Context: an optimization exercise on an open-source flow, tuned for small area and few clock cycles per item. The choices shown serve that exercise and are no tape-out recipe. Function was checked by simulation only, so behaviour that the tests miss may differ from the original.

File: flow/design.v
module md5 (
    input          clk,
    input          rst_n,
    input          in_valid,
    input  [63:0]  msg,
    output         out_valid,
    output [127:0] hash,
    output [63:0]  out_msg
);
wire [31:0] m0_in = {msg[39:32], msg[47:40], msg[55:48], msg[63:56]};
wire [31:0] m1_in = {msg[7:0], msg[15:8], msg[23:16], msg[31:24]};
reg [31:0] s1_b2, s1_b1, s1_m0, s1_m1;
reg [31:0] s2_t4, s2_b4, s2_b3, s2_x5, s2_m0, s2_m1;
reg [31:0] s3_t6, s3_b6, s3_b5, s3_x7, s3_m0, s3_m1;
reg [31:0] s4_t8, s4_b8, s4_b7, s4_x9, s4_m0, s4_m1;
reg [31:0] s5_t10, s5_b10, s5_b9, s5_x11, s5_m0, s5_m1;
reg [31:0] s6_t12, s6_b12, s6_b11, s6_x13, s6_m0, s6_m1;
reg [31:0] s7_t14, s7_b14, s7_b13, s7_x15, s7_m0, s7_m1;
reg [31:0] s8_t16, s8_b16, s8_b15, s8_x17, s8_m0, s8_m1;
reg [31:0] s9_t18, s9_b18, s9_b17, s9_x19, s9_m0, s9_m1;
reg [31:0] s10_t20, s10_b20, s10_b19, s10_x21, s10_m0, s10_m1;
reg [31:0] s11_t22, s11_b22, s11_b21, s11_x23, s11_m0, s11_m1;
reg [31:0] s12_t24, s12_b24, s12_b23, s12_x25, s12_m0, s12_m1;
reg [31:0] s13_t26, s13_b26, s13_b25, s13_x27, s13_m0, s13_m1;
reg [31:0] s14_t28, s14_b28, s14_b27, s14_x29, s14_m0, s14_m1;
reg [31:0] s15_t30, s15_b30, s15_b29, s15_x31, s15_m0, s15_m1;
reg [31:0] s16_t32, s16_b32, s16_b31, s16_x33, s16_m0, s16_m1;
reg [31:0] s17_t34, s17_b34, s17_b33, s17_x35, s17_m0, s17_m1;
reg [31:0] s18_t36, s18_b36, s18_b35, s18_x37, s18_m0, s18_m1;
reg [31:0] s19_t38, s19_b38, s19_b37, s19_x39, s19_m0, s19_m1;
reg [31:0] s20_t40, s20_b40, s20_b39, s20_x41, s20_m0, s20_m1;
reg [31:0] s21_t42, s21_b42, s21_b41, s21_x43, s21_m0, s21_m1;
reg [31:0] s22_t44, s22_b44, s22_b43, s22_x45, s22_m0, s22_m1;
reg [31:0] s23_t46, s23_b46, s23_b45, s23_x47, s23_m0, s23_m1;
reg [31:0] s24_t48, s24_b48, s24_b47, s24_x49, s24_m0, s24_m1;
reg [31:0] s25_t50, s25_b50, s25_b49, s25_x51, s25_m0, s25_m1;
reg [31:0] s26_t52, s26_b52, s26_b51, s26_x53, s26_m0, s26_m1;
reg [31:0] s27_t54, s27_b54, s27_b53, s27_x55, s27_m0, s27_m1;
reg [31:0] s28_t56, s28_b56, s28_b55, s28_x57, s28_m0, s28_m1;
reg [31:0] s29_t58, s29_b58, s29_b57, s29_x59, s29_m0, s29_m1;
reg [31:0] s30_t60, s30_b60, s30_b59, s30_x61, s30_m0, s30_m1;
reg [31:0] s31_t62, s31_b62, s31_b61, s31_x63, s31_m0, s31_m1;
reg [31:1] v;
always @(posedge clk) begin
    v <= {v[30:1], in_valid} & {31{rst_n}};
end
wire [31:0] f0 = (32'hefcdab89 & 32'h98badcfe) | (~32'hefcdab89 & 32'h10325476);
wire [31:0] x0 = m0_in + 32'h3eafc779;
wire [31:0] t0 = add32(x0, f0);
wire [31:0] b1 = 32'hefcdab89 + {t0[24:0], t0[31:25]};
wire [31:0] f1 = (b1 & 32'hefcdab89) | (~b1 & 32'h98badcfe);
wire [31:0] x1 = m1_in + 32'hf8fa0bcc;
wire [31:0] t1 = add32(x1, f1);
wire [31:0] b2 = add32(b1, {t1[19:0], t1[31:20]});
always @(posedge clk) begin
    s1_b2 <= b2;
    s1_b1 <= b1;
    s1_m0 <= m0_in;
    s1_m1 <= m1_in;
end
wire [31:0] f2 = (s1_b2 & s1_b1) | (~s1_b2 & 32'hefcdab89);
wire [31:0] t2 = 32'hbcdb4e59 + f2;
wire [31:0] b3 = add32(s1_b2, {t2[14:0], t2[31:15]});
wire [31:0] f3 = (b3 & s1_b2) | (~b3 & s1_b1);
wire [31:0] t3 = 32'hb18b7a77 + f3;
wire [31:0] b4 = add32(b3, {t3[9:0], t3[31:10]});
wire [31:0] f4 = (b4 & b3) | (~b4 & s1_b2);
wire [31:0] x4 = s1_b1 + 32'hf57c0faf;
wire [31:0] t4 = add32(x4, f4);
wire [31:0] px5 = s1_b2 + 32'h4787c62a;
always @(posedge clk) begin
    s2_t4 <= t4;
    s2_b4 <= b4;
    s2_b3 <= b3;
    s2_x5 <= px5;
    s2_m0 <= s1_m0;
    s2_m1 <= s1_m1;
end
wire [31:0] b5 = add32(s2_b4, {s2_t4[24:0], s2_t4[31:25]});
wire [31:0] f5 = (b5 & s2_b4) | (~b5 & s2_b3);
wire [31:0] t5 = add32(s2_x5, f5);
wire [31:0] b6 = add32(b5, {t5[19:0], t5[31:20]});
wire [31:0] f6 = (b6 & b5) | (~b6 & s2_b4);
wire [31:0] x6 = s2_b3 + 32'ha8304613;
wire [31:0] t6 = add32(x6, f6);
wire [31:0] px7 = s2_b4 + 32'hfd469501;
always @(posedge clk) begin
    s3_t6 <= t6;
    s3_b6 <= b6;
    s3_b5 <= b5;
    s3_x7 <= px7;
    s3_m0 <= s2_m0;
    s3_m1 <= s2_m1;
end
wire [31:0] b7 = add32(s3_b6, {s3_t6[14:0], s3_t6[31:15]});
wire [31:0] f7 = (b7 & s3_b6) | (~b7 & s3_b5);
wire [31:0] t7 = add32(s3_x7, f7);
wire [31:0] b8 = add32(b7, {t7[9:0], t7[31:10]});
wire [31:0] f8 = (b8 & b7) | (~b8 & s3_b6);
wire [31:0] x8 = s3_b5 + 32'h698098d8;
wire [31:0] t8 = add32(x8, f8);
wire [31:0] px9 = s3_b6 + 32'h8b44f7af;
always @(posedge clk) begin
    s4_t8 <= t8;
    s4_b8 <= b8;
    s4_b7 <= b7;
    s4_x9 <= px9;
    s4_m0 <= s3_m0;
    s4_m1 <= s3_m1;
end
wire [31:0] b9 = add32(s4_b8, {s4_t8[24:0], s4_t8[31:25]});
wire [31:0] f9 = (b9 & s4_b8) | (~b9 & s4_b7);
wire [31:0] t9 = add32(s4_x9, f9);
wire [31:0] b10 = add32(b9, {t9[19:0], t9[31:20]});
wire [31:0] f10 = (b10 & b9) | (~b10 & s4_b8);
wire [31:0] x10 = s4_b7 + 32'hffff5bb1;
wire [31:0] t10 = add32(x10, f10);
wire [31:0] px11 = s4_b8 + 32'h895cd7be;
always @(posedge clk) begin
    s5_t10 <= t10;
    s5_b10 <= b10;
    s5_b9 <= b9;
    s5_x11 <= px11;
    s5_m0 <= s4_m0;
    s5_m1 <= s4_m1;
end
wire [31:0] b11 = add32(s5_b10, {s5_t10[14:0], s5_t10[31:15]});
wire [31:0] f11 = (b11 & s5_b10) | (~b11 & s5_b9);
wire [31:0] t11 = add32(s5_x11, f11);
wire [31:0] b12 = add32(b11, {t11[9:0], t11[31:10]});
wire [31:0] f12 = (b12 & b11) | (~b12 & s5_b10);
wire [31:0] x12 = s5_b9 + 32'h6b901122;
wire [31:0] t12 = add32(x12, f12);
wire [31:0] px13 = s5_b10 + 32'hfd987193;
always @(posedge clk) begin
    s6_t12 <= t12;
    s6_b12 <= b12;
    s6_b11 <= b11;
    s6_x13 <= px13;
    s6_m0 <= s5_m0;
    s6_m1 <= s5_m1;
end
wire [31:0] b13 = add32(s6_b12, {s6_t12[24:0], s6_t12[31:25]});
wire [31:0] f13 = (b13 & s6_b12) | (~b13 & s6_b11);
wire [31:0] t13 = add32(s6_x13, f13);
wire [31:0] b14 = add32(b13, {t13[19:0], t13[31:20]});
wire [31:0] f14 = (b14 & b13) | (~b14 & s6_b12);
wire [31:0] x14 = s6_b11 + 32'ha67943ce;
wire [31:0] t14 = add32(x14, f14);
wire [31:0] px15 = s6_b12 + 32'h49b40821;
always @(posedge clk) begin
    s7_t14 <= t14;
    s7_b14 <= b14;
    s7_b13 <= b13;
    s7_x15 <= px15;
    s7_m0 <= s6_m0;
    s7_m1 <= s6_m1;
end
wire [31:0] b15 = add32(s7_b14, {s7_t14[14:0], s7_t14[31:15]});
wire [31:0] f15 = (b15 & s7_b14) | (~b15 & s7_b13);
wire [31:0] t15 = add32(s7_x15, f15);
wire [31:0] b16 = add32(b15, {t15[9:0], t15[31:10]});
wire [31:0] f16 = (s7_b14 & b16) | (b15 & ~s7_b14);
wire [31:0] x16 = s7_b13 + 32'hf61e2562 + s7_m1;
wire [31:0] t16 = add32(x16, f16);
wire [31:0] px17 = s7_b14 + 32'hc040b340;
always @(posedge clk) begin
    s8_t16 <= t16;
    s8_b16 <= b16;
    s8_b15 <= b15;
    s8_x17 <= px17;
    s8_m0 <= s7_m0;
    s8_m1 <= s7_m1;
end
wire [31:0] b17 = add32(s8_b16, {s8_t16[26:0], s8_t16[31:27]});
wire [31:0] f17 = (s8_b15 & b17) | (s8_b16 & ~s8_b15);
wire [31:0] t17 = add32(s8_x17, f17);
wire [31:0] b18 = add32(b17, {t17[22:0], t17[31:23]});
wire [31:0] f18 = (s8_b16 & b18) | (b17 & ~s8_b16);
wire [31:0] x18 = s8_b15 + 32'h265e5a51;
wire [31:0] t18 = add32(x18, f18);
wire [31:0] px19 = s8_b16 + 32'he9b6c7aa + s8_m0;
always @(posedge clk) begin
    s9_t18 <= t18;
    s9_b18 <= b18;
    s9_b17 <= b17;
    s9_x19 <= px19;
    s9_m0 <= s8_m0;
    s9_m1 <= s8_m1;
end
wire [31:0] b19 = add32(s9_b18, {s9_t18[17:0], s9_t18[31:18]});
wire [31:0] f19 = (s9_b17 & b19) | (s9_b18 & ~s9_b17);
wire [31:0] t19 = add32(s9_x19, f19);
wire [31:0] b20 = add32(b19, {t19[11:0], t19[31:12]});
wire [31:0] f20 = (s9_b18 & b20) | (b19 & ~s9_b18);
wire [31:0] x20 = s9_b17 + 32'hd62f105d;
wire [31:0] t20 = add32(x20, f20);
wire [31:0] px21 = s9_b18 + 32'h02441453;
always @(posedge clk) begin
    s10_t20 <= t20;
    s10_b20 <= b20;
    s10_b19 <= b19;
    s10_x21 <= px21;
    s10_m0 <= s9_m0;
    s10_m1 <= s9_m1;
end
wire [31:0] b21 = add32(s10_b20, {s10_t20[26:0], s10_t20[31:27]});
wire [31:0] f21 = (s10_b19 & b21) | (s10_b20 & ~s10_b19);
wire [31:0] t21 = add32(s10_x21, f21);
wire [31:0] b22 = add32(b21, {t21[22:0], t21[31:23]});
wire [31:0] f22 = (s10_b20 & b22) | (b21 & ~s10_b20);
wire [31:0] x22 = s10_b19 + 32'hd8a1e681;
wire [31:0] t22 = add32(x22, f22);
wire [31:0] px23 = s10_b20 + 32'he7d3fbc8;
always @(posedge clk) begin
    s11_t22 <= t22;
    s11_b22 <= b22;
    s11_b21 <= b21;
    s11_x23 <= px23;
    s11_m0 <= s10_m0;
    s11_m1 <= s10_m1;
end
wire [31:0] b23 = add32(s11_b22, {s11_t22[17:0], s11_t22[31:18]});
wire [31:0] f23 = (s11_b21 & b23) | (s11_b22 & ~s11_b21);
wire [31:0] t23 = add32(s11_x23, f23);
wire [31:0] b24 = add32(b23, {t23[11:0], t23[31:12]});
wire [31:0] f24 = (s11_b22 & b24) | (b23 & ~s11_b22);
wire [31:0] x24 = s11_b21 + 32'h21e1cde6;
wire [31:0] t24 = add32(x24, f24);
wire [31:0] px25 = s11_b22 + 32'hc3370816;
always @(posedge clk) begin
    s12_t24 <= t24;
    s12_b24 <= b24;
    s12_b23 <= b23;
    s12_x25 <= px25;
    s12_m0 <= s11_m0;
    s12_m1 <= s11_m1;
end
wire [31:0] b25 = add32(s12_b24, {s12_t24[26:0], s12_t24[31:27]});
wire [31:0] f25 = (s12_b23 & b25) | (s12_b24 & ~s12_b23);
wire [31:0] t25 = add32(s12_x25, f25);
wire [31:0] b26 = add32(b25, {t25[22:0], t25[31:23]});
wire [31:0] f26 = (s12_b24 & b26) | (b25 & ~s12_b24);
wire [31:0] x26 = s12_b23 + 32'hf4d50d87;
wire [31:0] t26 = add32(x26, f26);
wire [31:0] px27 = s12_b24 + 32'h455a14ed;
always @(posedge clk) begin
    s13_t26 <= t26;
    s13_b26 <= b26;
    s13_b25 <= b25;
    s13_x27 <= px27;
    s13_m0 <= s12_m0;
    s13_m1 <= s12_m1;
end
wire [31:0] b27 = add32(s13_b26, {s13_t26[17:0], s13_t26[31:18]});
wire [31:0] f27 = (s13_b25 & b27) | (s13_b26 & ~s13_b25);
wire [31:0] t27 = add32(s13_x27, f27);
wire [31:0] b28 = add32(b27, {t27[11:0], t27[31:12]});
wire [31:0] f28 = (s13_b26 & b28) | (b27 & ~s13_b26);
wire [31:0] x28 = s13_b25 + 32'ha9e3e905;
wire [31:0] t28 = add32(x28, f28);
wire [31:0] px29 = s13_b26 + 32'hfcefa478;
always @(posedge clk) begin
    s14_t28 <= t28;
    s14_b28 <= b28;
    s14_b27 <= b27;
    s14_x29 <= px29;
    s14_m0 <= s13_m0;
    s14_m1 <= s13_m1;
end
wire [31:0] b29 = add32(s14_b28, {s14_t28[26:0], s14_t28[31:27]});
wire [31:0] f29 = (s14_b27 & b29) | (s14_b28 & ~s14_b27);
wire [31:0] t29 = add32(s14_x29, f29);
wire [31:0] b30 = add32(b29, {t29[22:0], t29[31:23]});
wire [31:0] f30 = (s14_b28 & b30) | (b29 & ~s14_b28);
wire [31:0] x30 = s14_b27 + 32'h676f02d9;
wire [31:0] t30 = add32(x30, f30);
wire [31:0] px31 = s14_b28 + 32'h8d2a4c8a;
always @(posedge clk) begin
    s15_t30 <= t30;
    s15_b30 <= b30;
    s15_b29 <= b29;
    s15_x31 <= px31;
    s15_m0 <= s14_m0;
    s15_m1 <= s14_m1;
end
wire [31:0] b31 = add32(s15_b30, {s15_t30[17:0], s15_t30[31:18]});
wire [31:0] f31 = (s15_b29 & b31) | (s15_b30 & ~s15_b29);
wire [31:0] t31 = add32(s15_x31, f31);
wire [31:0] b32 = add32(b31, {t31[11:0], t31[31:12]});
wire [31:0] f32 = b32 ^ b31 ^ s15_b30;
wire [31:0] x32 = s15_b29 + 32'hfffa3942;
wire [31:0] t32 = add32(x32, f32);
wire [31:0] px33 = s15_b30 + 32'h8771f681;
always @(posedge clk) begin
    s16_t32 <= t32;
    s16_b32 <= b32;
    s16_b31 <= b31;
    s16_x33 <= px33;
    s16_m0 <= s15_m0;
    s16_m1 <= s15_m1;
end
wire [31:0] b33 = add32(s16_b32, {s16_t32[27:0], s16_t32[31:28]});
wire [31:0] f33 = b33 ^ s16_b32 ^ s16_b31;
wire [31:0] t33 = add32(s16_x33, f33);
wire [31:0] b34 = add32(b33, {t33[20:0], t33[31:21]});
wire [31:0] f34 = b34 ^ b33 ^ s16_b32;
wire [31:0] x34 = s16_b31 + 32'h6d9d6122;
wire [31:0] t34 = add32(x34, f34);
wire [31:0] px35 = s16_b32 + 32'hfde5384c;
always @(posedge clk) begin
    s17_t34 <= t34;
    s17_b34 <= b34;
    s17_b33 <= b33;
    s17_x35 <= px35;
    s17_m0 <= s16_m0;
    s17_m1 <= s16_m1;
end
wire [31:0] b35 = add32(s17_b34, {s17_t34[15:0], s17_t34[31:16]});
wire [31:0] f35 = b35 ^ s17_b34 ^ s17_b33;
wire [31:0] t35 = add32(s17_x35, f35);
wire [31:0] b36 = add32(b35, {t35[8:0], t35[31:9]});
wire [31:0] f36 = b36 ^ b35 ^ s17_b34;
wire [31:0] x36 = s17_b33 + 32'ha4beea44 + s17_m1;
wire [31:0] t36 = add32(x36, f36);
wire [31:0] px37 = s17_b34 + 32'h4bdecfa9;
always @(posedge clk) begin
    s18_t36 <= t36;
    s18_b36 <= b36;
    s18_b35 <= b35;
    s18_x37 <= px37;
    s18_m0 <= s17_m0;
    s18_m1 <= s17_m1;
end
wire [31:0] b37 = add32(s18_b36, {s18_t36[27:0], s18_t36[31:28]});
wire [31:0] f37 = b37 ^ s18_b36 ^ s18_b35;
wire [31:0] t37 = add32(s18_x37, f37);
wire [31:0] b38 = add32(b37, {t37[20:0], t37[31:21]});
wire [31:0] f38 = b38 ^ b37 ^ s18_b36;
wire [31:0] x38 = s18_b35 + 32'hf6bb4b60;
wire [31:0] t38 = add32(x38, f38);
wire [31:0] px39 = s18_b36 + 32'hbebfbc70;
always @(posedge clk) begin
    s19_t38 <= t38;
    s19_b38 <= b38;
    s19_b37 <= b37;
    s19_x39 <= px39;
    s19_m0 <= s18_m0;
    s19_m1 <= s18_m1;
end
wire [31:0] b39 = add32(s19_b38, {s19_t38[15:0], s19_t38[31:16]});
wire [31:0] f39 = b39 ^ s19_b38 ^ s19_b37;
wire [31:0] t39 = add32(s19_x39, f39);
wire [31:0] b40 = add32(b39, {t39[8:0], t39[31:9]});
wire [31:0] f40 = b40 ^ b39 ^ s19_b38;
wire [31:0] x40 = s19_b37 + 32'h289b7ec6;
wire [31:0] t40 = add32(x40, f40);
wire [31:0] px41 = s19_b38 + 32'heaa127fa + s19_m0;
always @(posedge clk) begin
    s20_t40 <= t40;
    s20_b40 <= b40;
    s20_b39 <= b39;
    s20_x41 <= px41;
    s20_m0 <= s19_m0;
    s20_m1 <= s19_m1;
end
wire [31:0] b41 = add32(s20_b40, {s20_t40[27:0], s20_t40[31:28]});
wire [31:0] f41 = b41 ^ s20_b40 ^ s20_b39;
wire [31:0] t41 = add32(s20_x41, f41);
wire [31:0] b42 = add32(b41, {t41[20:0], t41[31:21]});
wire [31:0] f42 = b42 ^ b41 ^ s20_b40;
wire [31:0] x42 = s20_b39 + 32'hd4ef3085;
wire [31:0] t42 = add32(x42, f42);
wire [31:0] px43 = s20_b40 + 32'h04881d05;
always @(posedge clk) begin
    s21_t42 <= t42;
    s21_b42 <= b42;
    s21_b41 <= b41;
    s21_x43 <= px43;
    s21_m0 <= s20_m0;
    s21_m1 <= s20_m1;
end
wire [31:0] b43 = add32(s21_b42, {s21_t42[15:0], s21_t42[31:16]});
wire [31:0] f43 = b43 ^ s21_b42 ^ s21_b41;
wire [31:0] t43 = add32(s21_x43, f43);
wire [31:0] b44 = add32(b43, {t43[8:0], t43[31:9]});
wire [31:0] f44 = b44 ^ b43 ^ s21_b42;
wire [31:0] x44 = s21_b41 + 32'hd9d4d039;
wire [31:0] t44 = add32(x44, f44);
wire [31:0] px45 = s21_b42 + 32'he6db99e5;
always @(posedge clk) begin
    s22_t44 <= t44;
    s22_b44 <= b44;
    s22_b43 <= b43;
    s22_x45 <= px45;
    s22_m0 <= s21_m0;
    s22_m1 <= s21_m1;
end
wire [31:0] b45 = add32(s22_b44, {s22_t44[27:0], s22_t44[31:28]});
wire [31:0] f45 = b45 ^ s22_b44 ^ s22_b43;
wire [31:0] t45 = add32(s22_x45, f45);
wire [31:0] b46 = add32(b45, {t45[20:0], t45[31:21]});
wire [31:0] f46 = b46 ^ b45 ^ s22_b44;
wire [31:0] x46 = s22_b43 + 32'h1fa27cf8;
wire [31:0] t46 = add32(x46, f46);
wire [31:0] px47 = s22_b44 + 32'hc4ac56e5;
always @(posedge clk) begin
    s23_t46 <= t46;
    s23_b46 <= b46;
    s23_b45 <= b45;
    s23_x47 <= px47;
    s23_m0 <= s22_m0;
    s23_m1 <= s22_m1;
end
wire [31:0] b47 = add32(s23_b46, {s23_t46[15:0], s23_t46[31:16]});
wire [31:0] f47 = b47 ^ s23_b46 ^ s23_b45;
wire [31:0] t47 = add32(s23_x47, f47);
wire [31:0] b48 = add32(b47, {t47[8:0], t47[31:9]});
wire [31:0] f48 = b47 ^ (b48 | ~s23_b46);
wire [31:0] x48 = s23_b45 + 32'hf4292244 + s23_m0;
wire [31:0] t48 = add32(x48, f48);
wire [31:0] px49 = s23_b46 + 32'h432aff97;
always @(posedge clk) begin
    s24_t48 <= t48;
    s24_b48 <= b48;
    s24_b47 <= b47;
    s24_x49 <= px49;
    s24_m0 <= s23_m0;
    s24_m1 <= s23_m1;
end
wire [31:0] b49 = add32(s24_b48, {s24_t48[25:0], s24_t48[31:26]});
wire [31:0] f49 = s24_b48 ^ (b49 | ~s24_b47);
wire [31:0] t49 = add32(s24_x49, f49);
wire [31:0] b50 = add32(b49, {t49[21:0], t49[31:22]});
wire [31:0] f50 = b49 ^ (b50 | ~s24_b48);
wire [31:0] x50 = s24_b47 + 32'hab9423e7;
wire [31:0] t50 = add32(x50, f50);
wire [31:0] px51 = s24_b48 + 32'hfc93a039;
always @(posedge clk) begin
    s25_t50 <= t50;
    s25_b50 <= b50;
    s25_b49 <= b49;
    s25_x51 <= px51;
    s25_m0 <= s24_m0;
    s25_m1 <= s24_m1;
end
wire [31:0] b51 = add32(s25_b50, {s25_t50[16:0], s25_t50[31:17]});
wire [31:0] f51 = s25_b50 ^ (b51 | ~s25_b49);
wire [31:0] t51 = add32(s25_x51, f51);
wire [31:0] b52 = add32(b51, {t51[10:0], t51[31:11]});
wire [31:0] f52 = b51 ^ (b52 | ~s25_b50);
wire [31:0] x52 = s25_b49 + 32'h655b59c3;
wire [31:0] t52 = add32(x52, f52);
wire [31:0] px53 = s25_b50 + 32'h8f0ccc92;
always @(posedge clk) begin
    s26_t52 <= t52;
    s26_b52 <= b52;
    s26_b51 <= b51;
    s26_x53 <= px53;
    s26_m0 <= s25_m0;
    s26_m1 <= s25_m1;
end
wire [31:0] b53 = add32(s26_b52, {s26_t52[25:0], s26_t52[31:26]});
wire [31:0] f53 = s26_b52 ^ (b53 | ~s26_b51);
wire [31:0] t53 = add32(s26_x53, f53);
wire [31:0] b54 = add32(b53, {t53[21:0], t53[31:22]});
wire [31:0] f54 = b53 ^ (b54 | ~s26_b52);
wire [31:0] x54 = s26_b51 + 32'hffeff47d;
wire [31:0] t54 = add32(x54, f54);
wire [31:0] px55 = s26_b52 + 32'h85845dd1 + s26_m1;
always @(posedge clk) begin
    s27_t54 <= t54;
    s27_b54 <= b54;
    s27_b53 <= b53;
    s27_x55 <= px55;
    s27_m0 <= s26_m0;
    s27_m1 <= s26_m1;
end
wire [31:0] b55 = add32(s27_b54, {s27_t54[16:0], s27_t54[31:17]});
wire [31:0] f55 = s27_b54 ^ (b55 | ~s27_b53);
wire [31:0] t55 = add32(s27_x55, f55);
wire [31:0] b56 = add32(b55, {t55[10:0], t55[31:11]});
wire [31:0] f56 = b55 ^ (b56 | ~s27_b54);
wire [31:0] x56 = s27_b53 + 32'h6fa87e4f;
wire [31:0] t56 = add32(x56, f56);
wire [31:0] px57 = s27_b54 + 32'hfe2ce6e0;
always @(posedge clk) begin
    s28_t56 <= t56;
    s28_b56 <= b56;
    s28_b55 <= b55;
    s28_x57 <= px57;
    s28_m0 <= s27_m0;
    s28_m1 <= s27_m1;
end
wire [31:0] b57 = add32(s28_b56, {s28_t56[25:0], s28_t56[31:26]});
wire [31:0] f57 = s28_b56 ^ (b57 | ~s28_b55);
wire [31:0] t57 = add32(s28_x57, f57);
wire [31:0] b58 = add32(b57, {t57[21:0], t57[31:22]});
wire [31:0] f58 = b57 ^ (b58 | ~s28_b56);
wire [31:0] x58 = s28_b55 + 32'ha3014314;
wire [31:0] t58 = add32(x58, f58);
wire [31:0] px59 = s28_b56 + 32'h4e0811a1;
always @(posedge clk) begin
    s29_t58 <= t58;
    s29_b58 <= b58;
    s29_b57 <= b57;
    s29_x59 <= px59;
    s29_m0 <= s28_m0;
    s29_m1 <= s28_m1;
end
wire [31:0] b59 = add32(s29_b58, {s29_t58[16:0], s29_t58[31:17]});
wire [31:0] f59 = s29_b58 ^ (b59 | ~s29_b57);
wire [31:0] t59 = add32(s29_x59, f59);
wire [31:0] b60 = add32(b59, {t59[10:0], t59[31:11]});
wire [31:0] f60 = b59 ^ (b60 | ~s29_b58);
wire [31:0] x60 = s29_b57 + 32'hf7537e82;
wire [31:0] t60 = add32(x60, f60);
wire [31:0] px61 = s29_b58 + 32'hbd3af235;
always @(posedge clk) begin
    s30_t60 <= t60;
    s30_b60 <= b60;
    s30_b59 <= b59;
    s30_x61 <= px61;
    s30_m0 <= s29_m0;
    s30_m1 <= s29_m1;
end
wire [31:0] b61 = add32(s30_b60, {s30_t60[25:0], s30_t60[31:26]});
wire [31:0] f61 = s30_b60 ^ (b61 | ~s30_b59);
wire [31:0] t61 = add32(s30_x61, f61);
wire [31:0] b62 = add32(b61, {t61[21:0], t61[31:22]});
wire [31:0] f62 = b61 ^ (b62 | ~s30_b60);
wire [31:0] x62 = s30_b59 + 32'h2ad7d33b;
wire [31:0] t62 = add32(x62, f62);
wire [31:0] px63 = s30_b60 + 32'heb86d391;
always @(posedge clk) begin
    s31_t62 <= t62;
    s31_b62 <= b62;
    s31_b61 <= b61;
    s31_x63 <= px63;
    s31_m0 <= s30_m0;
    s31_m1 <= s30_m1;
end
wire [31:0] b63 = add32(s31_b62, {s31_t62[16:0], s31_t62[31:17]});
wire [31:0] f63 = s31_b62 ^ (b63 | ~s31_b61);
wire [31:0] t63 = add32(s31_x63, f63);
wire [31:0] hb = b63 + {t63[10:0], t63[31:11]} + 32'hefcdab89;
wire [31:0] ha = s31_b61 + 32'h67452301;
wire [31:0] hc = b63 + 32'h98badcfe;
wire [31:0] hd = s31_b62 + 32'h10325476;
assign hash = {{ha[7:0], ha[15:8], ha[23:16], ha[31:24]}, {hb[7:0], hb[15:8], hb[23:16], hb[31:24]}, {hc[7:0], hc[15:8], hc[23:16], hc[31:24]}, {hd[7:0], hd[15:8], hd[23:16], hd[31:24]}};
assign out_msg = {{s31_m0[7:0], s31_m0[15:8], s31_m0[23:16], s31_m0[31:24]}, {s31_m1[7:0], s31_m1[15:8], s31_m1[23:16], s31_m1[31:24]}};
assign out_valid = v[31];
function [31:0] add32;    
    input [31:0] a, b;
    reg [31:0] g, p, gn, pn;
    integer l, i, j;
    begin
        g = a & b; p = a ^ b;
        for (l = 0; l < 5; l = l + 1) begin
            gn = g; pn = p;
            for (i = 0; i < 32; i = i + 1)
                if ((i >> l) & 1) begin
                    j = ((i >> l) << l) - 1;
                    gn[i] = g[i] | (p[i] & g[j]);
                    pn[i] = p[i] & p[j];
                end
            g = gn; p = pn;
        end
        add32 = a ^ b ^ {g[30:0], 1'b0};
    end
endfunction
endmodule
module md5_pipe (
    input          clk,
    input          rst_n,       
    input          in_valid,
    output         in_ready,
    input  [63:0]  msg,         
    output         out_valid,
    output [127:0] hash,        
    output [63:0]  out_msg      
);
assign in_ready = 1'b1;
md5 core (
    .clk      (clk),
    .rst_n    (rst_n),
    .in_valid (in_valid),
    .msg      (msg),
    .out_valid(out_valid),
    .hash     (hash),
    .out_msg  (out_msg)
);
endmodule
File: flow/run.sh
#!/bin/bash
# synth_recipe.tcl (not shown) runs the flow's synth.tcl, then flattens the netlist and writes it again
# the make line also repeats each setting of config.mk as NAME=value (left out here)
make -C /OpenROAD-flow-scripts/flow DESIGN_CONFIG=/design/flow/config.mk WORK_HOME=/design/flow/orfs CLKGATE_MAP_FILE= SYNTH_SCRIPT=/design/flow/synth_recipe.tcl finish
File: flow/config.mk
export PLATFORM = sky130hd
export DESIGN_NAME = md5_pipe
export DESIGN_NICKNAME = md5_pipe
export VERILOG_FILES = /design/flow/design.v
export SDC_FILE = /design/flow/constraint.sdc
export NUM_CORES = 8
export LEC_CHECK = 0
export CAP_MARGIN = 20
export CORE_MARGIN = 2
export CORE_UTILIZATION = 50
export CTS_BUF_LIST = sky130_fd_sc_hd__clkbuf_16
export CTS_CLUSTER_DIAMETER = 100
export CTS_CLUSTER_SIZE = 24
export GPL_TIMING_DRIVEN = 0
export SLEW_MARGIN = 20
File: flow/constraint.sdc
create_clock -name core_clock -period 12.5 [get_ports {clk}]
set_input_delay 2.5000 -clock core_clock [delete_from_list [all_inputs] [get_ports {clk}]]
set_output_delay 2.5000 -clock core_clock [all_outputs]
set_load 0.01 [all_outputs]
==> impl_metrics.env, run 1 <==
export IMPL_grt_pass1_wl_mm=1600
export IMPL_fill_cells=60700
export IMPL_drcViolationCount=0
export IMPL_htree_levels=5
export IMPL_fin_util=0.540
export IMPL_ant_nets=0
export IMPL_cts_reportedPaths_clkPinSlew_ns=0.09
export IMPL_vias=246000
export IMPL_critPathRequiredTime_ns=13.40
export IMPL_synth_main_ff_cell="dfxtp_1"
export IMPL_cts_tree="yes"
export IMPL_drtIter0Drc=19100
export IMPL_grt_usage=0.319
export IMPL_drv_slew=0
export IMPL_syn_area_um2=334000
export IMPL_syn_inst=34300
export IMPL_crit_fanout=7
export IMPL_grt_max_degree=25
export IMPL_fp_dieW_um=822
export IMPL_cts_sinks=5919
export IMPL_synth_common_cells="dfxtp_1 (5,919), ha_1 (4,180), xnor2_1 (3,632)"
export IMPL_finalHoldViolations=0
export IMPL_drt_wl_total_mm=1120
export IMPL_yosys_top_cells_area="dfxtp_1 (35%), ha_1 (16%), xnor2_1 (9.5%), xor2_1 (6.0%), fa_1 (3.7%)"
export IMPL_nNetsFinal=39800
export IMPL_synth_top_area_frac=0.354
export IMPL_io_buffers=259
export IMPL_via_per_inst=5.59
export IMPL_yosysMostFrequentCell="dfxtp_1"
export IMPL_path_depth=45
export IMPL_ys_ff_latch=5919
export IMPL_floorplan_initialDensity=0.501
export IMPL_crit_path_top_delay_cell="fa_2"
export IMPL_drive_gt1_frac=0.0489
export IMPL_rows=300
export IMPL_ys_warn_count=1
export IMPL_seq_area_frac_synth=0.354
export IMPL_syn_nets=39200
export IMPL_io_pins=261
export IMPL_slowest_delay_ns=0.69
export IMPL_rr_worst_depth=45
export IMPL_hpwl_mm=960
export IMPL_cp_top_family="compound AO/OA/AOI/OAI gates"
export IMPL_area_delta_synth_final_pct=7.69
export IMPL_fin_skew_ns=0.0666
export IMPL_cap_violations=0
export IMPL_finalSetupViolations=0
export IMPL_min_path_type="reg -> reg"
export IMPL_clock_tree_buffer_depth=4
export IMPL_async_flop_share=0
export IMPL_detail_route_first_pass_iterations=6
export IMPL_cp_start_kind="flip-flop"
export IMPL_cts_inserted_buffers=315
export IMPL_grt_pass1_vias=237000
export IMPL_status="finished clean"
export IMPL_synth_top_area_cell="dfxtp_1"
export IMPL_cts_root_buf="clkbuf_16"
export IMPL_relSlewSlack=0.124
export IMPL_worst_path_buf_inv=0
export IMPL_synth_edf_count=0
export IMPL_synth_distinct_cells=112
export IMPL_wl_per_cell_um=25.4
export IMPL_max_freq_ghz=0.0829
export IMPL_crit_path_end_kind="flip-flop"
export IMPL_dieArea_um2=675000
export IMPL_place_congestion=0.973
export IMPL_core_um2=667000
export IMPL_worst_slew_pin_slew_ns=1.30
export IMPL_holdPathStages=0
export IMPL_crit_type="reg -> reg"
export IMPL_cp_arrival_ns=12.96
export IMPL_clk_latency_ns=1.05
export IMPL_layout_min_cycle_time_ns=12.06
export IMPL_die_y_um=822
export IMPL_finalCritPeriodShare=0.965
export IMPL_grt_overflow=0
export IMPL_antenna_found_initial=132
export IMPL_syn_area_per_cell_um2=9.75
-- worst reg2reg max path, delay by kind of cell (launching register included) --
family | cells | cell delay (ns)
muxes | 2 | 0.69
AOI/OAI and AO/OA | 21 | 5.05
xor gates and xnor gates | 4 | 1.06
DFF | 1 | 0.56
and+or+nand+nor | 14 | 2.94
adders and majority gates | 4 | 1.66
-- layout make-up --
type,instances,area (um2),share of cell area
plain buffers,108,437,0.00121
diodes,155,388,0.00108
inverters,2254,8460,0.0235
repair buffers,281,2780,0.00772
well taps,8909,11100,0.0310
flip-flops and latches,5919,119000,0.329
clock buffers,319,7980,0.0222
clock inverters,113,1580,0.00440
multi-input cells,26000,209000,0.580
-- routing by layer --
metal	track usage	vias up	part of all wire
met1	0.447	119000	0.46
met5	0	-	0.00024
met3	0.0366	1324	0.060
met4	0.102	40	0.037
li1	-	119000	-
met2	0.514	6591	0.44
-- worst paths after layout --
kind	slack [ns]	end	from
max reg2reg	0.44	core.s2_t4[31]$_DFF_P_	core.s1_b2[3]$_DFF_P_
min	0.29	core.s17_m1[25]$_DFF_P_	core.s16_m1[25]$_DFF_P_
max	0.44	core.s2_t4[31]$_DFF_P_	core.s1_b2[3]$_DFF_P_
min reg2reg	0.29	core.s17_m1[25]$_DFF_P_	core.s16_m1[25]$_DFF_P_
-- repair_timing --
action / CTS / global route
setup buffers: 1 / 18
pin swaps: 4 / 24
gates resized for setup: 94 / 250
hold endpoints to repair: 0 / 0
hold buffers: 0 / 0
setup endpoints to repair: 69 / 152
-- stage by stage --
stage	hold WS, ns	setup slack, ns	instances	setup TNS, ns	instance area [um2]
after floorplan	0.310	1.59	34300	0	334000
after global placement	0.309	-1.91	43500	-42.87	348000
after detailed placement	0.312	-1.87	43500	-38.48	348000
after CTS	0.253	-0.0427	43900	-0.0427	358000
after global routing	0.281	-0.0345	44000	-0.119	360000
final	0.286	0.439	44100	0	360000
-- cell families after synthesis --
logic type / Yosys count / share of synthesized area
AND/OR/NAND/NOR: 8200 / 0.120
AO/OA/AOI/OAI: 6285 / 0.122
XOR/XNOR: 5943 / 0.157
flip-flops: 5919 / 0.354
adder cells (fa/ha/maj): 4806 / 0.194
buffers and inverters: 2364 / 0.0266
multiplexers: 787 / 0.0261
other: 1 / 0.0000112
-- cells in the final DEF (no fill, tap or decap), types with 215 or more instances in the layout --
cell and count:
a21oi_1 1743, clkbuf_16 319, inv_1 2258, o21ai_0 1121, nor2_1 2516, xnor2_1 3576, and2_1 286, a31oi_1 223
o21a_1 679, nor3_1 779, fa_1 616, nor2b_1 736, or3_1 221, clkdlybuf4s50_1 254, nand2_1 1538, dfxtp_1 5905
nand2b_1 496, o21bai_1 215, and3_1 285, xor2_1 2252, mux2_2 674, nand3_1 553, ha_1 4180, a21o_1 878
Testbench counts, summed over its fixed seeds: cycles 6,186, items 6,000.
==> inputs of run 2 (changes only) <==
==> flow/flow/run.sh (new file) <==
#!/bin/bash
# Own layout flow: the standard ORFS flow (standard.sh, all steps from
# synthesis to the final layout), with one change: synthesis maps the logic
# with the ABC script in flow/abc.script instead of ORFS's abc_speed.script.
# Yosys, register mapping, flattening and renaming are the standard flow's own
# (synth_recipe.tcl), so the registers are the standard synthesis's.
set -euo pipefail
W=$PWD
rm -rf "$W/scripts_mod"
cp -r "$FLOW_HOME/scripts" "$W/scripts_mod"
cp "$W/flow/abc.script" "$W/scripts_mod/abc_speed.script"
bash "$W/standard.sh" SCRIPTS_DIR="$W/scripts_mod" SYNTH_ARGS=-noabc finish > "$W/orfs_make.log" 2>&1
==> flow/flow/abc.script (new file) <==
&get -n
&st
&dch
&nf -R 40
&put
buffer -c
topo
stime -c
upsize -c
dnsize -c
==> flow/standard.sh (new file) <==
#!/bin/bash
# synth_recipe.tcl (not shown) runs the flow's synth.tcl, then flattens the netlist and writes it again
# the make line also repeats each setting of config.mk as NAME=value (left out here)
make -C /OpenROAD-flow-scripts/flow DESIGN_CONFIG=/design/flow/config.mk WORK_HOME=/design/flow/orfs CLKGATE_MAP_FILE= SYNTH_SCRIPT=/design/flow/synth_recipe.tcl "${@:-finish}"
removed: flow/run.sh
==> run 2 against run 1 <==
Sequential cell count unchanged. Sequential share of layout area grew 1.5 points. Global-route usage shrank 1.6 points. Critical path type is now reg -> out.
==> impl_metrics.env, run 2 <==
export IMPL_status="finished clean"
export IMPL_synth_main_ff_cell="dfxtp_1"
export IMPL_ys_warn_count=1
export IMPL_crit_path_top_delay_cell="fa_2"
export IMPL_multi_input_area_um2=195000
export IMPL_reg2reg_from="core.s18_b36[0]$_DFF_P_"
export IMPL_io_pins=261
export IMPL_finalCritPeriodShare=0.966
export IMPL_drv_slew=0
export IMPL_layout_setup_ws_ns=0.425
export IMPL_slowest_delay_ns=0.42
export IMPL_fill_cells=57200
export IMPL_crit_top_cell="buf_4"
export IMPL_critPathRequiredTime_ns=10.00
export IMPL_cts_hold_buf=0
export IMPL_crit_path_end_kind="output pin"
export IMPL_floorplan_initialDensity=0.502
export IMPL_ys_ff_latch=5919
export IMPL_worst_slew_pin_slew_ns=1.31
export IMPL_grt_pass1_vias=217000
export IMPL_dieArea_um2=642000
export IMPL_clock_tree_buffer_depth=4
export IMPL_wl_per_cell_um=24.6
export IMPL_syn_inst=31600
export IMPL_startpoint="core.s31_b62[0]$_DFF_P_"
export IMPL_io_buffers=259
export IMPL_crit_type="reg -> out"
export IMPL_cp_arrival_ns=9.58
export IMPL_drcViolationCount=0
export IMPL_fin_skew_ns=0.0633
export IMPL_htree_levels=5
export IMPL_grt_setup_unrepaired="true"
export IMPL_cap_violations=0
export IMPL_ant_nets=0
export IMPL_synth_common_cells="dfxtp_1 (5,919), ha_1 (4,202), xnor2_1 (3,841)"
export IMPL_whs_ns=0.309
export IMPL_cts_root_buf="clkbuf_16"
export IMPL_cts_reportedPaths_clkPinSlew_ns=0.09
export IMPL_drive_gt1_frac=0.0486
export IMPL_drtIter0Drc=16600
export IMPL_cts_tree="yes"
export IMPL_syn_nets=36500
export IMPL_via_per_inst=5.46
export IMPL_grt_max_degree=25
export IMPL_yosys_top_cells_area="dfxtp_1 (37%), ha_1 (17%), xnor2_1 (11%), xor2_1 (7.7%), a21oi_1 (4.5%)"
export IMPL_final_seq_area_um2=119000
export IMPL_layout_common_cells="dfxtp_1 (5,908), ha_1 (4,195), xnor2_1 (3,722)"
export IMPL_layout_min_cycle_time_ns=12.08
export IMPL_place_congestion=0.972
export IMPL_drt_wl_total_mm=1010
export IMPL_rr_worst_depth=51
export IMPL_max_freq_ghz=0.0828
export IMPL_hpwl_mm=860
export IMPL_yosysMostFrequentCell="dfxtp_1"
export IMPL_die_y_um=801
export IMPL_antenna_found_initial=132
export IMPL_core_um2=633000
export IMPL_fp_dieW_um=801
export IMPL_grt_usage=0.303
export IMPL_grt_overflow=0
export IMPL_layoutNonFillerInstCount=40900
export IMPL_synth_edf_count=0
export IMPL_finalHoldViolations=0
export IMPL_crit_fanout=4
export IMPL_holdPathStages=0
export IMPL_vias=224000
export IMPL_async_flop_share=0
export IMPL_area_delta_synth_final_pct=8.21
export IMPL_grt_pass1_wl_mm=1450
export IMPL_detail_route_first_pass_iterations=6
export IMPL_relSlewSlack=0.125
export IMPL_preCtsSetupSlack_ns=-1.93
export IMPL_hold_start="core.s24_m1[28]$_DFF_P_"
export IMPL_cts_sinks=5919
export IMPL_clk_latency_ns=1.04
export IMPL_dpl_cell_count=40300
export IMPL_synth_top_area_frac=0.373
export IMPL_seq_area_frac_synth=0.373
export IMPL_cts_inserted_buffers=308
export IMPL_min_path_type="reg -> reg"
export IMPL_syn_area_per_cell_um2=10.0
export IMPL_nNetsFinal=37200
export IMPL_finalSetupViolations=0
export IMPL_cp_start_kind="flip-flop"
export IMPL_rows=292
export IMPL_mostFrequentLayoutCell="dfxtp_1"
export IMPL_synth_distinct_cells=97
export IMPL_final_setup_tns_ns=0
export IMPL_syn_area_um2=318000
export IMPL_synth_top_area_cell="dfxtp_1"
## run 2: cell types whose count changed after synthesis, moves of 168 or more
| cell | delta |
|---|---|
| a21oi_1 | +1068 |
| and2_1 | -179 |
| inv_1 | -589 |
| mux2_2 | -249 |
| nand2_1 | +470 |
| nand2b_1 | -372 |
| nand3_1 | +202 |
| nor2_1 | -1254 |
| nor3_1 | -577 |
| o21a_1 | -557 |
| or3_1 | -168 |
| xnor2_1 | +209 |
| xor2_1 | +515 |
## run 2: cells by family after synthesis
family                   synth area share
other                           0.0000118
XOR/XNOR                            0.183
adder cells (fa/ha/maj)             0.205
AND/OR/NAND/NOR                    0.0895
multiplexers                       0.0169
buffers and inverters              0.0217
AO/OA/AOI/OAI                       0.112
flip-flops                          0.373
## run 2: path summary, 6_finish.rpt
path              slack (ns)                       end
setup reg to reg        0.57  core.s19_t38[26]$_DFF_P_
setup / recovery        0.42                  hash[75]
hold / removal          0.31   core.s25_m1[28]$_DFF_P_
hold reg to reg         0.31   core.s25_m1[28]$_DFF_P_
## run 2: critical path, delay by kind of cell, from the launching register on
| kind | cells | cell delay (ns) |
|---|---|---|
| AOI/OAI and AO/OA | 14 | 2.71 |
| DFF | 1 | 0.36 |
| xor gates and xnor gates | 4 | 0.82 |
| buffers and inverters | 18 | 2.15 |
| adders and majority gates | 5 | 1.59 |
| and+or+nand+nor | 6 | 0.91 |
## run 2: layout make-up
type                            instances  share of cell area
Inverter                             1666              0.0182
Tap cell                             8379              0.0305
Timing Repair Buffer                  339             0.00925
Multi-Input combinational cell      23900               0.568
Clock inverter                        101             0.00382
Clock buffer                          313              0.0228
Buffer                                164             0.00187
Sequential cell                      5919               0.344
Antenna cell                          172             0.00125
## run 2: per-stage QoR
step / utilization / area, um2
2_1_floorplan: - / 318000
3_3_place_gp: 0.523 / 331000
3_5_place_dp: 0.523 / 331000
4_1_cts: 0.539 / 341000
5_1_grt: 0.544 / 344000
6_report: 0.544 / 344000
## run 2: layer usage
metal	share of wire	up-vias	track usage
li1	-	110000	-
met1	0.46	108000	0.425
met2	0.45	5040	0.500
met3	0.054	1040	0.0310
met4	0.031	28	0.0778
met5	0.00022	-	0
## run 2: repair_timing
item	4_1_cts	5_1_grt
setup buffers	24	55
resized for setup	136	419
pin swaps	21	74
endpoints found under the setup margin	85	235
==> inputs of run 3 (changes only) <==
--- a/flow/flow/run.sh
+++ b/flow/flow/run.sh
@@ -9,4 +9,4 @@
 rm -rf "$W/scripts_mod"
 cp -r "$FLOW_HOME/scripts" "$W/scripts_mod"
 cp "$W/flow/abc.script" "$W/scripts_mod/abc_speed.script"
-bash "$W/standard.sh" SCRIPTS_DIR="$W/scripts_mod" SYNTH_ARGS=-noabc finish > "$W/orfs_make.log" 2>&1
+bash "$W/standard.sh" SCRIPTS_DIR="$W/scripts_mod" SYNTH_ARGS=-noabc RECOVER_POWER=100 finish > "$W/orfs_make.log" 2>&1
==> run 3 against run 2 <==
First-iteration DRC count grew 1.5%. Clock skew is 0.00084 ns lower. Global-route usage stayed put. Design area is essentially flat. Sequential cell count did not move. Worst hold slack hardly changed. Core utilization barely moved. Critical path type unchanged. Largest cell class unchanged.
==> impl_metrics.env, run 3 <==
export IMPL_hpwl_mm=860
export IMPL_clock_tree_buffer_depth=4
export IMPL_crit_top_cell="buf_4"
export IMPL_relSlewSlack=0.121
export IMPL_nNetsFinal=37200
export IMPL_syn_area_per_cell_um2=10.0
export IMPL_cts_inserted_buffers=308
export IMPL_critPathRequiredTime_ns=10.00
export IMPL_synth_main_ff_cell="dfxtp_1"
export IMPL_finalSetupViolations=0
export IMPL_synth_distinct_cells=97
export IMPL_crit_type="reg -> out"
export IMPL_place_congestion=0.972
export IMPL_antenna_found_initial=132
export IMPL_mostFrequentLayoutCell="dfxtp_1"
export IMPL_final_setup_tns_ns=0
export IMPL_cts_sinks=5919
export IMPL_drv_slew=0
export IMPL_syn_nets=36500
export IMPL_floorplan_initialDensity=0.502
export IMPL_cp_arrival_ns=9.58
export IMPL_synth_top_area_frac=0.373
export IMPL_cap_violations=0
export IMPL_io_pins=261
export IMPL_rows=292
export IMPL_grt_pass1_wl_mm=1450
export IMPL_final_area_um2=344000
export IMPL_grt_max_degree=25
export IMPL_synth_common_cells="dfxtp_1 (5,919), ha_1 (4,202), xnor2_1 (3,841)"
export IMPL_yosysMostFrequentCell="dfxtp_1"
export IMPL_via_per_inst=5.46
export IMPL_cts_tree="yes"
export IMPL_ys_ff_latch=5919
export IMPL_clk_latency_ns=1.07
export IMPL_dpl_cell_count=40300
export IMPL_grt_usage=0.303
export IMPL_drcViolationCount=0
export IMPL_ys_warn_count=1
export IMPL_detail_route_first_pass_iterations=6
export IMPL_syn_area_um2=318000
export IMPL_slowest_delay_ns=0.42
export IMPL_worst_path_buf_inv=18
export IMPL_async_flop_share=0
export IMPL_max_freq_ghz=0.0828
export IMPL_grt_pass1_vias=217000
export IMPL_wl_per_cell_um=24.6
export IMPL_vias=223000
export IMPL_fin_util=0.544
export IMPL_crit_fanout=4
export IMPL_fp_dieW_um=801
export IMPL_synth_edf_count=0
export IMPL_finalCritPeriodShare=0.966
export IMPL_postPlaceCellArea_um2=331000
export IMPL_die_y_um=801
export IMPL_synth_top_area_cell="dfxtp_1"
export IMPL_grt_overflow=0
export IMPL_cp_top_family="compound AO/OA/AOI/OAI gates"
export IMPL_drive_gt1_frac=0.0485
export IMPL_drt_wl_total_mm=1010
export IMPL_drtIter0Drc=16800
export IMPL_core_um2=633000
export IMPL_layout_min_cycle_time_ns=12.08
export IMPL_htree_levels=5
export IMPL_io_buffers=259
export IMPL_cts_root_buf="clkbuf_16"
export IMPL_grt_setup_unrepaired="true"
export IMPL_ant_nets=0
export IMPL_layoutNonFillerInstCount=40900
export IMPL_worst_slew_pin_slew_ns=1.32
export IMPL_status="finished clean"
export IMPL_area_delta_synth_final_pct=8.20
export IMPL_layout_common_cells="dfxtp_1 (5,909), ha_1 (4,195), xnor2_1 (3,722)"
export IMPL_finalHoldViolations=0
export IMPL_dieArea_um2=642000
export IMPL_crit_path_top_delay_cell="fa_2"
export IMPL_seq_area_frac_synth=0.373
export IMPL_cts_reportedPaths_clkPinSlew_ns=0.10
export IMPL_min_path_type="reg -> reg"
export IMPL_crit_path_end_kind="output pin"
export IMPL_fin_skew_ns=0.0625
export IMPL_yosys_top_cells_area="dfxtp_1 (37%), ha_1 (17%), xnor2_1 (11%), xor2_1 (7.7%), a21oi_1 (4.5%)"
export IMPL_syn_inst=31600
export IMPL_cp_start_kind="flip-flop"
[run 3: cell counts after synthesis]
Identical to the previous run, type by type.
[run 3: cell families after synthesis]
kind of cell	Yosys count	synth area share
AO/OA/AOI/OAI	5982	0.112
other	1	0.0000118
multiplexers	485	0.0169
XOR/XNOR	6639	0.183
AND/OR/NAND/NOR	5964	0.0895
flip-flops	5919	0.373
adder cells (fa/ha/maj)	4824	0.205
buffers and inverters	1832	0.0217
[run 3: repair_timing]
item,CTS,global route
gates resized for setup,136,419
endpoints found under the setup margin,85,235
pin swaps,21,74
buffers inserted,24,55
hold buffers,0,0
[run 3: per-stage QoR]
stage,hold WS [ns],setup WS [ns]
after floorplan,0.310,0.651
after CTS,0.300,0.00476
after global routing,0.320,-0.146
after global placement,0.310,-1.95
after detailed placement,0.312,-1.93
final,0.309,0.423
[run 3: final timing paths]
path / from / to / slack [ns] / cells after the start
worst max-delay path: core.s31_b62[0]$_DFF_P_ / hash[75] / 0.42 / 47
worst min-delay path: core.s16_m1[31]$_DFF_P_ / core.s17_m1[31]$_DFF_P_ / 0.31 / 0
worst max register to register: core.s30_t60[26]$_DFF_P_ / core.s31_t62[31]$_DFF_P_ / 0.57 / 49
worst min register to register: core.s16_m1[31]$_DFF_P_ / core.s17_m1[31]$_DFF_P_ / 0.31 / 0
[run 3: cell type report]
class | count | area (um2)
timing repair buffer | 339 | 3160
clock inverter | 101 | 1310
clock buffer | 313 | 7830
sequential | 5919 | 119000
multi-input combinational | 23900 | 195000
tap | 8379 | 10500
buffer | 164 | 642
inverter | 1666 | 6260
fill | 57100 | 289000
antenna | 167 | 418
[run 3: per-layer routing]
layer,global-route usage,share of wire
met4,0.0778,0.031
met5,0,0.00024
met3,0.0310,0.054
met1,0.425,0.46
met2,0.500,0.45
==> inputs of run 4 (changes only) <==
--- a/flow/flow/run.sh
+++ b/flow/flow/run.sh
@@ -9,4 +9,4 @@
 rm -rf "$W/scripts_mod"
 cp -r "$FLOW_HOME/scripts" "$W/scripts_mod"
 cp "$W/flow/abc.script" "$W/scripts_mod/abc_speed.script"
-bash "$W/standard.sh" SCRIPTS_DIR="$W/scripts_mod" SYNTH_ARGS=-noabc RECOVER_POWER=100 finish > "$W/orfs_make.log" 2>&1
+bash "$W/standard.sh" SCRIPTS_DIR="$W/scripts_mod" finish > "$W/orfs_make.log" 2>&1
==> run 4 against run 3 <==
Global-route usage rose by 0.38 points. Worst hold slack got worse by 0.016 ns. Critical path depth fell by 13. Critical endpoint is now hash[66]. Synthesized area rose by 1.1%. Synthesized cell count rose by 4.1%. Final cell count rose by 3.4%. First-iteration DRC count rose by 5.8%. Count of clock-buffer cells in the layout rose by 6. Highest routed layer unchanged. Non-clock buffer count fell by 10.
==> impl_metrics.env, run 4 <==
export IMPL_clock_tree_buffer_depth=4
export IMPL_wl_per_cell_um=24.3
export IMPL_core_um2=641000
export IMPL_cap_violations=0
export IMPL_max_freq_ghz=0.0831
export IMPL_layoutNonFillerInstCount=42300
export IMPL_synth_top_area_cell="dfxtp_1"
export IMPL_place_congestion=0.976
export IMPL_fin_skew_ns=0.0669
export IMPL_ant_nets=0
export IMPL_finalCritPeriodShare=0.962
export IMPL_vias=230000
export IMPL_grt_pass1_vias=222000
export IMPL_via_per_inst=5.44
export IMPL_critPathRequiredTime_ns=10.00
export IMPL_crit_path_end="hash[66]"
export IMPL_area_delta_synth_final_pct=8.20
export IMPL_antenna_found_initial=144
export IMPL_fp_dieW_um=806
export IMPL_cts_inserted_buffers=308
export IMPL_drt_wl_total_mm=1030
export IMPL_synth_main_ff_cell="dfxtp_1"
export IMPL_crit_top_cell="ha_1"
export IMPL_synth_common_cells="dfxtp_1 (5,919), ha_1 (4,180), xnor2_1 (3,688)"
export IMPL_drtIter0Drc=17800
export IMPL_grt_max_degree=25
export IMPL_io_pins=261
export IMPL_rr_endpoint="core.s7_t14[31]$_DFF_P_"
export IMPL_mostFrequentLayoutCell="dfxtp_1"
export IMPL_htree_levels=5
export IMPL_rows=294
export IMPL_status="finished clean"
export IMPL_final_area_um2=348000
export IMPL_floorplan_initialDensity=0.502
export IMPL_yosys_top_cells_area="dfxtp_1 (37%), ha_1 (16%), xnor2_1 (10%), xor2_1 (7.4%), a21oi_1 (4.3%)"
export IMPL_rrSetupSlack_ns=0.55
export IMPL_preCtsSetupSlack_ns=-2.89
export IMPL_drive_gt1_frac=0.0433
export IMPL_layout_common_cells="dfxtp_1 (5,900), ha_1 (4,180), xnor2_1 (3,556)"
export IMPL_async_flop_share=0
export IMPL_layout_setup_ws_ns=0.472
export IMPL_dieArea_um2=650000
export IMPL_rr_worst_depth=47
export IMPL_cp_start_kind="flip-flop"
export IMPL_crit_path_end_kind="output pin"
export IMPL_io_buffers=259
export IMPL_grt_usage=0.307
export IMPL_ys_ff_latch=5919
export IMPL_cts_hold_buf=0
export IMPL_relSlewSlack=0.157
export IMPL_startpoint="core.s31_b62[0]$_DFF_P_"
export IMPL_yosysMostFrequentCell="dfxtp_1"
export IMPL_crit_fanout=5
export IMPL_cts_sinks=5919
export IMPL_synth_edf_count=0
export IMPL_min_path_type="reg -> reg"
export IMPL_cts_reportedPaths_clkPinSlew_ns=0.08
export IMPL_synth_top_area_frac=0.368
export IMPL_slowest_delay_ns=0.79
export IMPL_ys_warn_count=1
export IMPL_syn_area_um2=322000
export IMPL_fill_cells=58400
export IMPL_nNetsFinal=38500
export IMPL_crit_type="reg -> out"
export IMPL_cts_root_buf="clkbuf_16"
export IMPL_worst_slew_pin_slew_ns=1.26
export IMPL_finalHoldViolations=0
export IMPL_whs_ns=0.293
export IMPL_seq_area_frac_synth=0.368
export IMPL_layout_min_cycle_time_ns=12.03
export IMPL_die_y_um=806
export IMPL_finalSetupViolations=0
export IMPL_synth_distinct_cells=102
export IMPL_reg2reg_from="core.s6_b12[0]$_DFF_P_"
export IMPL_syn_area_per_cell_um2=9.76
export IMPL_drcViolationCount=0
export IMPL_grt_overflow=0
export IMPL_dpl_cell_count=41800
export IMPL_hpwl_mm=882
export IMPL_cts_tree="yes"
export IMPL_postPlaceCellArea_um2=335000
export IMPL_crit_path_top_delay_cell="xor2_1"
export IMPL_drv_slew=0
export IMPL_cp_arrival_ns=9.53
export IMPL_grt_pass1_wl_mm=1480
export IMPL_clk_latency_ns=1.07
export IMPL_syn_inst=32900
export IMPL_syn_nets=37800
export IMPL_detail_route_first_pass_iterations=6
[run 4: changes by cell type after synthesis, moves of 60 or more]
cell     previous run  this run
a21o_1            878       818
a21oi_1          2834      2742
a31o_2            126        37
and3_1            174       245
inv_1            1664      2423
nand2_1          2008      2302
nand3_1           755       652
nor2_1           1270      1689
nor2b_1           656       580
nor3_1            214       322
o21ai_0          1071      1140
xnor2_1          3841      3688
xor2_1           2797      2730
[run 4: critical path, delay by kind of cell (launching register included)]
family                     cells  cell delay [ns]
buffers and inverters          3             0.81
AOI/OAI and AO/OA             16             3.52
and+or+nand+nor                7             1.13
adders and majority gates      5             1.61
DFF                            1             0.35
xor gates and xnor gates       3             1.08
[run 4: how the worst min path moves through the flow]
stage / start / to / slack, ns / depth (start not counted)
after floorplan: core.s9_m0[0]$_DFF_P_ / core.s10_m0[0]$_DFF_P_ / 0.31 / 0
after global placement: core.s30_m0[20]$_DFF_P_ / core.s31_m0[20]$_DFF_P_ / 0.31 / 0
after detailed placement: core.s9_m0[30]$_DFF_P_ / core.s10_m0[30]$_DFF_P_ / 0.31 / 0
after CTS: core.s10_m1[19]$_DFF_P_ / core.s11_m1[19]$_DFF_P_ / 0.29 / 0
after global routing: core.s12_m1[26]$_DFF_P_ / core.s13_m1[26]$_DFF_P_ / 0.28 / 0
final: core.s12_m1[26]$_DFF_P_ / core.s13_m1[26]$_DFF_P_ / 0.29 / 0
[run 4: area by class of cell]
class / count / area, um2 / area share
tap: 8584 / 10700 / 0.0309
clock buffer: 319 / 7980 / 0.0229
inverter: 2423 / 9100 / 0.0262
buffer: 161 / 647 / 0.00186
multi-input combinational: 24400 / 196000 / 0.565
clock inverter: 85 / 1120 / 0.00323
timing repair buffer: 332 / 3170 / 0.00911
antenna: 79 / 198 / 0.000568
sequential: 5919 / 119000 / 0.341
[run 4: stage by stage]
stage | TNS [ns] | utilization
after floorplan | 0 | -
after global placement | -88.69 | 0.523
after detailed placement | -85.26 | 0.523
after CTS | -0.0204 | 0.539
after global routing | -0.432 | 0.543
final | 0 | 0.543
[run 4: routing by layer]
layer,global-route usage,vias to the layer above,share of wire
li1,-,113000,-
met1,0.427,111000,0.46
met2,0.507,5593,0.45
met3,0.0380,1165,0.057
met4,0.0765,60,0.030
met5,0,-,0.00036
[run 4: cells by family after synthesis]
logic type,after synthesis,synth area share
AO/OA/AOI/OAI,5979,0.110
XOR/XNOR,6422,0.175
adder cells (fa/ha/maj),4802,0.201
buffers and inverters,2585,0.0303
flip-flops,5919,0.368
multiplexers,483,0.0165
other,1,0.0000117
AND/OR/NAND/NOR,6754,0.0983
[run 4: repair_timing]
| item | 4_1_cts | 5_1_grt |
|---|---|---|
| hold endpoints to repair | 0 | 0 |
| pin swaps | 23 | 76 |
| setup buffers | 18 | 53 |
| gates resized for setup | 215 | 374 |
| endpoints found under the setup margin | 125 | 225 |
==> inputs of run 5 (changes only) <==
--- a/flow/flow/run.sh
+++ b/flow/flow/run.sh
@@ -9,4 +9,4 @@
 rm -rf "$W/scripts_mod"
 cp -r "$FLOW_HOME/scripts" "$W/scripts_mod"
 cp "$W/flow/abc.script" "$W/scripts_mod/abc_speed.script"
-bash "$W/standard.sh" SCRIPTS_DIR="$W/scripts_mod" finish > "$W/orfs_make.log" 2>&1
+bash "$W/standard.sh" SCRIPTS_DIR="$W/scripts_mod" SYNTH_ARGS=-noabc "CTS_ARGS=-sink_clustering_enable -repair_clock_nets -dont_use_dummy_load -buf_list sky130_fd_sc_hd__clkbuf_8 -sink_clustering_size 15 -sink_clustering_max_diameter 70" finish > "$W/orfs_make.log" 2>&1
==> run 5 against run 4 <==
Maximum frequency barely moved. Still clean. Worst hold slack worse by 0.035 ns. Core utilization decreased by 0.19 points. Non-clock buffer count increased by 13. Highest routed layer unchanged. Wire length shrank 1.8%. Setup slack worse by 0.0089 ns. Global-route usage is 0.29 points lower. First-iteration DRC count is 8.2% lower.
==> impl_metrics.env, run 5 <==
export IMPL_rows=292
export IMPL_hpwl_mm=860
export IMPL_cts_reportedPaths_clkPinSlew_ns=0.09
export IMPL_layout_setup_ws_ns=0.463
export IMPL_synth_top_area_frac=0.373
export IMPL_synth_top_area_cell="dfxtp_1"
export IMPL_synth_distinct_cells=97
export IMPL_drtIter0Drc=16400
export IMPL_synth_compound_area_frac=0.112
export IMPL_fp_dieW_um=801
export IMPL_synthSimpleGateAreaFrac=0.0895
export IMPL_drive_gt1_frac=0.0530
export IMPL_slowest_delay_ns=0.63
export IMPL_grt_pass1_vias=219000
export IMPL_crit_path_end_kind="output pin"
export IMPL_worst_slew_pin_slew_ns=1.20
export IMPL_layout_min_cycle_time_ns=12.04
export IMPL_yosys_top_cells_area="dfxtp_1 (37%), ha_1 (17%), xnor2_1 (11%), xor2_1 (7.7%), a21oi_1 (4.5%)"
export IMPL_floorplan_initialDensity=0.502
export IMPL_clk_latency_ns=1.34
export IMPL_finalSetupViolations=0
export IMPL_yosys_mux_area_fraction=0.0169
export IMPL_syn_nets=36500
export IMPL_layout_common_cells="dfxtp_1 (5,908), ha_1 (4,191), xnor2_1 (3,721)"
export IMPL_critPathRequiredTime_ns=10.00
export IMPL_cts_tree="yes"
export IMPL_syn_area_per_cell_um2=10.0
export IMPL_drv_slew=0
export IMPL_die_y_um=801
export IMPL_async_flop_share=0
export IMPL_cts_inserted_buffers=540
export IMPL_io_buffers=259
export IMPL_yosysMostFrequentCell="dfxtp_1"
export IMPL_core_um2=633000
export IMPL_max_freq_ghz=0.0831
export IMPL_synth_edf_count=0
export IMPL_preCtsSetupSlack_ns=-1.93
export IMPL_ys_ff_latch=5919
export IMPL_status="finished clean"
export IMPL_grt_usage=0.304
export IMPL_nNetsFinal=37400
export IMPL_drcViolationCount=0
export IMPL_finalHoldViolations=0
export IMPL_cts_hold_buf=0
export IMPL_crit_type="reg -> out"
export IMPL_synth_fa_ha_area_frac=0.205
export IMPL_rrSetupSlack_ns=0.48
export IMPL_clock_tree_buffer_depth=4
export IMPL_drt_wl_total_mm=1010
export IMPL_grt_overflow=0
export IMPL_worst_path_buf_inv=14
export IMPL_cts_sinks=5919
export IMPL_crit_top_cell="buf_4"
export IMPL_synth_xor_area_share=0.183
export IMPL_cp_start_kind="flip-flop"
export IMPL_crit_path_top_delay_cell="fa_2"
export IMPL_grt_max_degree=17
export IMPL_antenna_found_initial=131
export IMPL_relSlewSlack=0.196
export IMPL_syn_inst=31600
export IMPL_cp_top_family="compound AO/OA/AOI/OAI gates"
export IMPL_place_congestion=0.972
-- run 5: changes by cell type in the layout (fill, tap and decap cells not counted), moves of 66 or more --
cell / delta
inv_1: -767
clkbuf_8: +540
nor2_1: -404
clkbuf_16: -319
nand2_1: -299
xnor2_1: +165
nor3_1: -104
nand3_1: +103
a31o_2: +89
diode_2: +82
xor2_1: +77
nor2b_1: +76
and3_1: -72
a21oi_1: +66
-- run 5: cell families (layout without fill, tap and decap cells) --
kind of cell / after synthesis / count (layout)
xor gates and xnor gates: 6639 / 6639
AOI/OAI and AO/OA: 5982 / 5982
and+or+nand+nor: 5964 / 5964
DFF: 5919 / 5919
adders and majority gates: 4824 / 4824
buffers and inverters: 1832 / 2712
muxes: 485 / 485
other: 1 / 162
-- run 5: path summary, 6_finish.rpt --
path / start / to / depth (start not counted)
max: core.s31_b62[0]$_DFF_P_ / hash[75] / 47
min: core.s18_m0[16]$_DFF_P_ / core.s19_m0[16]$_DFF_P_ / 0
max reg2reg: core.s18_b36[0]$_DFF_P_ / core.s19_t38[26]$_DFF_P_ / 49
min reg2reg: core.s18_m0[16]$_DFF_P_ / core.s19_m0[16]$_DFF_P_ / 0
-- run 5: what timing repair did --
action                                  in CTS  in global routing
gates resized for setup                    148                407
buffers inserted                            30                 52
endpoints found under the setup margin      79                236
pin swaps                                   29                 83
-- run 5: through the flow --
step           cells  hold slack (ns)  area [um2]  utilization
4_1_cts        40900            0.232      339000        0.536
3_5_place_dp   40300            0.312      331000        0.523
2_1_floorplan  31600            0.310      318000            -
5_1_grt        41000            0.253      342000        0.541
3_3_place_gp   40300            0.310      331000        0.523
6_report       41100            0.258      342000        0.541
-- run 5: area by class of cell --
class | instances | area [um2]
sequential | 5919 | 119000
antenna | 161 | 403
inverter | 1666 | 6260
timing repair buffer | 342 | 3220
buffer | 164 | 642
multi-input combinational | 23900 | 195000
fill | 57500 | 290000
clock buffer | 540 | 7430
tap | 8379 | 10500
-- run 5: layer usage --
layer  track usage  wire, um
met1         0.424    465000
met2         0.499    457000
met3        0.0354     56500
met4        0.0838     32400
met5             0       164

==> separate check: timing with driven ports <==
The flow's constraints put no driver on any port. The routed layouts listed below were extracted and timed again, unchanged, in two steps. Step 1 (the two cells are an assumption about what drives the block):
set clk [get_ports {clk}]
set_driving_cell -lib_cell sky130_fd_sc_hd__clkbuf_16 $clk
set_driving_cell -lib_cell sky130_fd_sc_hd__buf_2 [delete_from_list [all_inputs] $clk]
Step 2 also shifts input and output timing later by t, the mid clock arrival at the registers, as if the neighbouring blocks saw the same clock. Slacks: ideal / step 1 / step 2; pairs: ideal / step 1.
run | t (ns) | setup slack, ns | worst setup path at the end
run 1 | 1.152 | 0.439 / 0.374 / -0.568 | input to register
run 2 | 1.155 | 0.425 / 0.292 / -0.348 | input to register
run 3 | 1.158 | 0.423 / 0.290 / -0.375 | input to register
run 4 | 1.175 | 0.472 / 0.335 / -0.494 | input to register
run 5 | 1.417 | 0.463 / 0.307 / -0.610 | input to register
Met with ideal ports but missed after step 2: setup timing in every run listed. The setup slack of run 5, which loses most, moves by -0.156 ns with the drivers and by -1.073 ns with both steps.
